What follows belongs to an exercise in optimizing a design on an open flow for small area; a production flow would make more cautious choices.
In this exercise RTL edits were held to simulation tests only and were not proved equivalent to the original.
No driver is modelled on the clock port, so clocking that relies on it looks cheaper here than on a real chip.
Power is estimated from default activity; no workload was simulated.

// SYNC_FIFO
module SYNC_FIFO #(
	parameter WIDTH  = 8,
	parameter DEPTH  = 16,
	parameter PTR_W  = $clog2(DEPTH)
)(
	input CLK,
	input RSTn,
	input WR_EN, RD_EN,
	input [WIDTH-1:0] DATA_IN,
	output FIFO_FULL, FIFO_EMPTY,
	output [WIDTH-1:0] DATA_OUT
);
clock: 5.0 ns
lec_check: 0
cap_margin: 20
core_margin: 2
core_utilization: 40
slew_margin: 20
standard.sh (not shown) runs the stock make flow with config.mk's settings and CLKGATE_MAP_FILE= SYNTH_SCRIPT=/design/flow/synth_recipe.tcl, a recipe that flattens the netlist after the stock synthesis.
==> flow/flow/run.sh <==
#!/bin/bash
# Standard layout, with a lighter clock tree (no dummy loads, small buffers)
# and the smallest buffer on each port.
set -euo pipefail
bash standard.sh finish \
  "CTS_ARGS=-sink_clustering_enable -repair_clock_nets -dont_use_dummy_load -buf_list {sky130_fd_sc_hd__clkbuf_4 sky130_fd_sc_hd__clkbuf_8} -sink_clustering_size 40 -sink_clustering_max_diameter 100" \
  "BUFFER_PORTS_ARGS=-buffer_cell sky130_fd_sc_hd__buf_1" \
  > make.log 2>&1
The starting point went through all stages and came out clean.
Rerun with:
==> flow/run.sh (new file) <==
#!/bin/bash
# synth_recipe.tcl (not shown) runs the flow's synth.tcl, then flattens the netlist and writes it again
# the make line also repeats each setting of config.mk as NAME=value (left out here)
make -C /OpenROAD-flow-scripts/flow DESIGN_CONFIG=/design/flow/config.mk WORK_HOME=/design/flow/orfs CLKGATE_MAP_FILE= SYNTH_SCRIPT=/design/flow/synth_recipe.tcl finish
removed: flow/flow/run.sh
removed: flow/standard.sh
The new run passed the timing, DRC and antenna checks.
Design area came out higher by a little under a tenth.
Clock-buffer cell count increases by 3.
Critical path depth falls by 6.
Synthesized area stays the same.
Via count rose slightly.

SYNC_FIFO, a different RTL version from the one above (not shown whole).
Size: ~260 cells after synthesis, ~4900 µm² of cells after synthesis.
==> flow/config.mk <==
export PLATFORM = sky130hd
export DESIGN_NAME = SYNC_FIFO
export DESIGN_NICKNAME = SYNC_FIFO
export VERILOG_FILES = /design/flow/design.v
export SDC_FILE = /design/flow/constraint.sdc
export NUM_CORES = 4
export LEC_CHECK = 0
export CAP_MARGIN = 5
export CORE_MARGIN = 2
export CORE_UTILIZATION = 40
export SLEW_MARGIN = 5
==> flow/constraint.sdc <==
create_clock -name core_clock -period 5.0 [get_ports {CLK}]
set_input_delay 1.0000 -clock core_clock [delete_from_list [all_inputs] [get_ports {CLK}]]
set_output_delay 1.0000 -clock core_clock [all_outputs]
set_load 0.01 [all_outputs]
==> flow/flow/run.sh <==
#!/bin/bash
# Standard layout (standard.sh) with these changes:
#  - synthesis: synth_pre.tcl replaces ORFS's ABC call (see there); the read
#    mux bit and the read decoder are kept as modules until after mapping,
#    then flattened by synth_recipe.tcl as usual
#  - a lighter clock tree (clkbuf_4, no dummy loads), with post_cts.tcl
#    upsizing any clock buffer whose flip-flops see a slow clock edge
#  - the smallest buffer on each port
# make's output goes to make.log; each ORFS step logs under orfs/logs/.
set -euo pipefail
cat flow/synth_pre.tcl synth_recipe.tcl > my_synth.tcl
bash standard.sh finish \
  "SYNTH_SCRIPT=$PWD/my_synth.tcl" \
  "SYNTH_KEEP_MODULES=FIFO_RDMUX FIFO_RDDEC" \
  "ABC_AMAP_MODULES=FIFO_RDMUX" \
  "POST_CTS_TCL=$PWD/flow/post_cts.tcl" "CLK_SLEW_TARGET=1.1e-10" \
  "CTS_ARGS=-sink_clustering_enable -repair_clock_nets -dont_use_dummy_load -buf_list sky130_fd_sc_hd__clkbuf_4" \
  "BUFFER_PORTS_ARGS=-buffer_cell sky130_fd_sc_hd__buf_1" \
  > make.log 2>&1
==> flow/flow/post_cts.tcl <==
# After CTS: upsize any clock buffer whose sinks see a slew above the
# threshold, one drive step at a time, then re-legalize the placement.
set clk_slew_limit 1.00e-10
if { [info exists ::env(CLK_SLEW_TARGET)] } { set clk_slew_limit $::env(CLK_SLEW_TARGET) }
set up_next [dict create \
  sky130_fd_sc_hd__clkbuf_1 sky130_fd_sc_hd__clkbuf_2 \
  sky130_fd_sc_hd__clkbuf_2 sky130_fd_sc_hd__clkbuf_4 \
  sky130_fd_sc_hd__clkbuf_4 sky130_fd_sc_hd__clkbuf_8 \
  sky130_fd_sc_hd__clkbuf_8 sky130_fd_sc_hd__clkbuf_16]
proc clk_sink_slew { inst } {
  set mx 0
  set net [[$inst findITerm X] getNet]
  foreach it [$net getITerms] {
    if { [$it isOutputSignal] } { continue }
    if { [string match *clkbuf* [[[$it getInst] getMaster] getName]] } { continue }
    set pin [get_pins [[$it getInst] getName]/[[$it getMTerm] getName]]
    foreach s [list [get_property $pin slew_max_rise] [get_property $pin slew_max_fall]] {
      if { $s > $mx } { set mx $s }
    }
  }
  return $mx
}
for { set pass 0 } { $pass < 4 } { incr pass } {
  estimate_parasitics -placement
  set changed 0
  foreach inst [[ord::get_db_block] getInsts] {
    set m [[$inst getMaster] getName]
    if { ![dict exists $up_next $m] } { continue }
    if { [[[$inst findITerm X] getNet] getSigType] ne "CLOCK" } { continue }
    set s [clk_sink_slew $inst]
    if { $s * 1e-9 > $clk_slew_limit } {
      puts "post_cts: [$inst getName] $m sink slew $s -> [dict get $up_next $m]"
      replace_cell [get_cells [$inst getName]] [dict get $up_next $m]
      incr changed
    }
  }
  if { $changed == 0 } { break }
}
detailed_placement
check_placement -verbose
estimate_parasitics -placement
Other scripts of this flow, unchanged in this note and not shown: flow/flow/synth_pre.tcl
Edit:
--- a/flow/flow/run.sh
+++ b/flow/flow/run.sh
@@ -15,3 +15,3 @@
   "ABC_AMAP_MODULES=FIFO_RDMUX" \
-  "POST_CTS_TCL=$PWD/flow/post_cts.tcl" "CLK_SLEW_TARGET=1.1e-10" \
+  "POST_CTS_TCL=$PWD/flow/post_cts.tcl" "CLK_SLEW_TARGET=1.2e-10" \
   "CTS_ARGS=-sink_clustering_enable -repair_clock_nets -dont_use_dummy_load -buf_list sky130_fd_sc_hd__clkbuf_4" \
- CORE_UTILIZATION: 40 -> 55
- PLACE_DENSITY: default -> 0.65
Outcome: The changed run went through all stages and came out clean; via count rises slightly; die area falls by a quarter to a third; routed wire length is about the same; final area falls by a few percent; hold slack is worse by 0.0031 ns; first-iteration DRC count falls by a quarter to a third.

violet:
SYNC_FIFO again, from the RTL that the note above started with.
==> flow/design.v (excerpt) <==
module SYNC_FIFO #(
	parameter WIDTH  = 8,
	parameter DEPTH  = 16,
	parameter PTR_W  = $clog2(DEPTH)
)(
	input CLK,
	input RSTn,
	input WR_EN, RD_EN,
	input [WIDTH-1:0] DATA_IN,
	output FIFO_FULL, FIFO_EMPTY,
	output [WIDTH-1:0] DATA_OUT
);
export LEC_CHECK = 0
export CAP_MARGIN = 20
export CORE_MARGIN = 2
export CORE_UTILIZATION = 40
export SLEW_MARGIN = 20
create_clock -name core_clock -period 5.0 [get_ports {CLK}]
==> flow/flow/run.sh <==
#!/bin/bash
# Standard layout (standard.sh) with these changes:
#  - synthesis: synth_pre.tcl replaces ORFS's ABC call (see there); the read
#    mux bit and the read decoder are kept as modules until after mapping,
#    then flattened by synth_recipe.tcl as usual
#  - a lighter clock tree (clkbuf_4, no dummy loads), with post_cts.tcl
#    upsizing any clock buffer whose flip-flops see a slow clock edge
#  - the smallest buffer on each port
# make's output goes to make.log; each ORFS step logs under orfs/logs/.
set -euo pipefail
cat flow/synth_pre.tcl synth_recipe.tcl > my_synth.tcl
bash standard.sh finish \
  "SYNTH_SCRIPT=$PWD/my_synth.tcl" \
  "SYNTH_KEEP_MODULES=FIFO_RDMUX FIFO_RDDEC" \
  "ABC_AMAP_MODULES=FIFO_RDMUX" \
  "POST_CTS_TCL=$PWD/flow/post_cts.tcl" "CLK_SLEW_TARGET=1.1e-10" \
  "CTS_ARGS=-sink_clustering_enable -repair_clock_nets -dont_use_dummy_load -buf_list sky130_fd_sc_hd__clkbuf_4" \
  "BUFFER_PORTS_ARGS=-buffer_cell sky130_fd_sc_hd__buf_1" \
  > make.log 2>&1
==> flow/flow/synth_pre.tcl <==
# Sourced ahead of synth_recipe.tcl. Replaces ORFS's ABC call: the modules in
# ABC_AMAP_MODULES (kept whole through mapping) are mapped with ABC's area
# mapper, the rest with ABC's default script. ORFS's delay target and output
# load are dropped: the layout's repair sizes the cells afterwards.
proc abc {args} {
  set out {}; set skip 0
  foreach a $args {
    if { $skip } { set skip 0; continue }
    if { $a in {-script -constr -D} } { set skip 1; continue }
    lappend out $a
  }
  if { [info exists ::env(ABC_AMAP_MODULES)] && $::env(ABC_AMAP_MODULES) ne "" } {
    yosys abc {*}$out -script "+strash;amap" {*}$::env(ABC_AMAP_MODULES)
  }
  # cells already mapped above are left alone by this call
  yosys abc {*}$out
}
Scripts as last shown in full above: flow/flow/post_cts.tcl
### violet -> onyx
- an added PLACE_DENSITY of 0.65
- a change of CAP_MARGIN from 20 to 5
- a change of CORE_UTILIZATION from 40 to 55
- a change of SLEW_MARGIN from 20 to 5
==> flow/flow/run.sh <==
#!/bin/bash
# Standard layout (standard.sh) with these changes:
#  - synthesis: synth_pre.tcl replaces ORFS's ABC call (see there); the read
#    mux bit and the read decoder are kept as modules until after mapping,
#    then flattened by synth_recipe.tcl as usual; the mux bit and the top
#    module's own logic use ABC's area mapper
#  - a lighter clock tree (clkbuf_4, no dummy loads), with post_cts.tcl
#    upsizing any clock buffer whose flip-flops see a slow clock edge
#  - the smallest buffer on each port
# make's output goes to make.log; each ORFS step logs under orfs/logs/.
set -euo pipefail
cat flow/synth_pre.tcl synth_recipe.tcl > my_synth.tcl
bash standard.sh finish \
  "SYNTH_SCRIPT=$PWD/my_synth.tcl" \
  "SYNTH_KEEP_MODULES=FIFO_RDMUX FIFO_RDDEC" \
  "ABC_AMAP_MODULES=FIFO_RDMUX SYNC_FIFO" \
  "POST_CTS_TCL=$PWD/flow/post_cts.tcl" "CLK_SLEW_TARGET=1.2e-10" \
  "CTS_ARGS=-sink_clustering_enable -repair_clock_nets -dont_use_dummy_load -buf_list sky130_fd_sc_hd__clkbuf_4" \
  "BUFFER_PORTS_ARGS=-buffer_cell sky130_fd_sc_hd__buf_1" \
  > make.log 2>&1
==> comparison <==
- onyx: average cell area after synthesis 0.50 um2 below violet
- The share of the yosys chip area belonging to registers in onyx sits 0.23 points above the value recorded for violet.
- Summary of onyx over violet: final sum of negative setup slack shows no meaningful change; setup slack shows a reduction of 0.20 ns; number of placed instances, taps included shows a reduction of 55; die area shows a reduction of about 27%.
- violet ended up with cnt[1] as its worst setup path startpoint; onyx ended up with RD_EN.
- Changes observed in onyx relative to violet: register share of the cell area went up by 1.9 points; complex-gate fraction of the synthesized area went up by 0.46 points; proportion of power drawn by combinational gates went down by 2.9 points.
- ~same length of routed wiring on met1 in violet and onyx
#### Input delta (garnet over onyx)
- changing CORE_UTILIZATION from 55 to 40
- removing PLACE_DENSITY (formerly 0.65)
==> flow/flow/run.sh <==
#!/bin/bash
# Standard layout (standard.sh) with these changes:
#  - synthesis: synth_pre.tcl replaces ORFS's ABC call (see there); the read
#    mux bit and the read decoder are kept as modules until after mapping,
#    then flattened by synth_recipe.tcl as usual
#  - a lighter clock tree (clkbuf_4, no dummy loads), with post_cts.tcl
#    upsizing any clock buffer whose flip-flops see a slow clock edge
#  - the smallest buffer on each port
# make's output goes to make.log; each ORFS step logs under orfs/logs/.
set -euo pipefail
cat flow/synth_pre.tcl synth_recipe.tcl > my_synth.tcl
bash standard.sh finish \
  "SYNTH_SCRIPT=$PWD/my_synth.tcl" \
  "SYNTH_KEEP_MODULES=FIFO_RDMUX FIFO_RDDEC" \
  "ABC_AMAP_MODULES=FIFO_RDMUX" \
  "POST_CTS_TCL=$PWD/flow/post_cts.tcl" "CLK_SLEW_TARGET=1.2e-10" \
  "CTS_ARGS=-sink_clustering_enable -repair_clock_nets -dont_use_dummy_load -buf_list sky130_fd_sc_hd__clkbuf_4" \
  "BUFFER_PORTS_ARGS=-buffer_cell sky130_fd_sc_hd__buf_1" \
  > make.log 2>&1
Against onyx, vertical die dimension in garnet rose by more than 10%.
Final cell area: garnet above onyx
Layout filler cell count: garnet > onyx
Cmp garnet vs onyx: share of the clock period used by the worst path after layout lower in garnet
Looking only at data required time at the worst endpoint, and setting everything else aside, the lower value of onyx and garnet goes to garnet.
Internal portion of total power delta (garnet − onyx): unfavourable
What onyx reported for row count has to be multiplied by 1.18 to get the figure for garnet.
Going from onyx to garnet, instance count of the mapped netlist shrank by a few percent.
Relative to garnet, the following input files were edited for harbor:
- PLACE_DENSITY now 0.75, previously not set
- CORE_UTILIZATION now 65, was 40
Re highest net fanout along the worst path: garnet was higher than harbor.
Delta (harbor minus garnet): switching share of total power has decreased, transition at the pin with the smallest max-transition slack has increased, aggregate routed wire length has decreased.
harbor vs. garnet: core footprint shrank by 39%, post-route worst hold slack grew by 0.0034 ns, worst setup slack shrank by 0.017 ns.

separate check: timing with driven ports:
No port has a modelled driver above. Below, the same layouts with a new extraction and two added sets of constraints.
Step 1 assumes that a clkbuf_16 drives the clock port and a buf_2 every other input.
Step 2 moves the port delays by t, midway between the first and last clock arrival at a register: inputs arrive t later, outputs are due t later. That takes back most of the time a late clock gives input paths.
Three values: ideal, step 1, step 2; two values: the first two.
run | shift t [ns] | slack for setup (ns) | worst setup path at the end | clock arrival spread, ns
the first run of note 1 | 0.467 | 1.466 / 1.466 / 1.466 | register to register | 0.022 / 0.022
the second run of note 1 | 0.462 | 1.335 / 1.293 / 1.509 | input to register | 0.010 / 0.010
the first run of note 2 | 0.526 | 2.298 / 2.265 / 2.521 | input to register | 0.032 / 0.032
the second run of note 2 | 0.511 | 2.279 / 2.247 / 2.261 | input to register | 0.032 / 0.032
violet | 0.524 | 2.280 / 2.247 / 2.498 | input to register | 0.029 / 0.030
onyx | 0.516 | 2.081 / 2.057 / 1.570 | input to register | 0.038 / 0.038
garnet | 0.524 | 2.306 / 2.273 / 2.497 | input to register | 0.041 / 0.041
harbor | 0.515 | 2.289 / 2.258 / 2.529 | input to register | 0.044 / 0.044
After both steps every run listed still meets setup and hold. The setup slack of onyx, which loses most, moves by -0.024 ns with the drivers and by -0.511 ns with both steps.
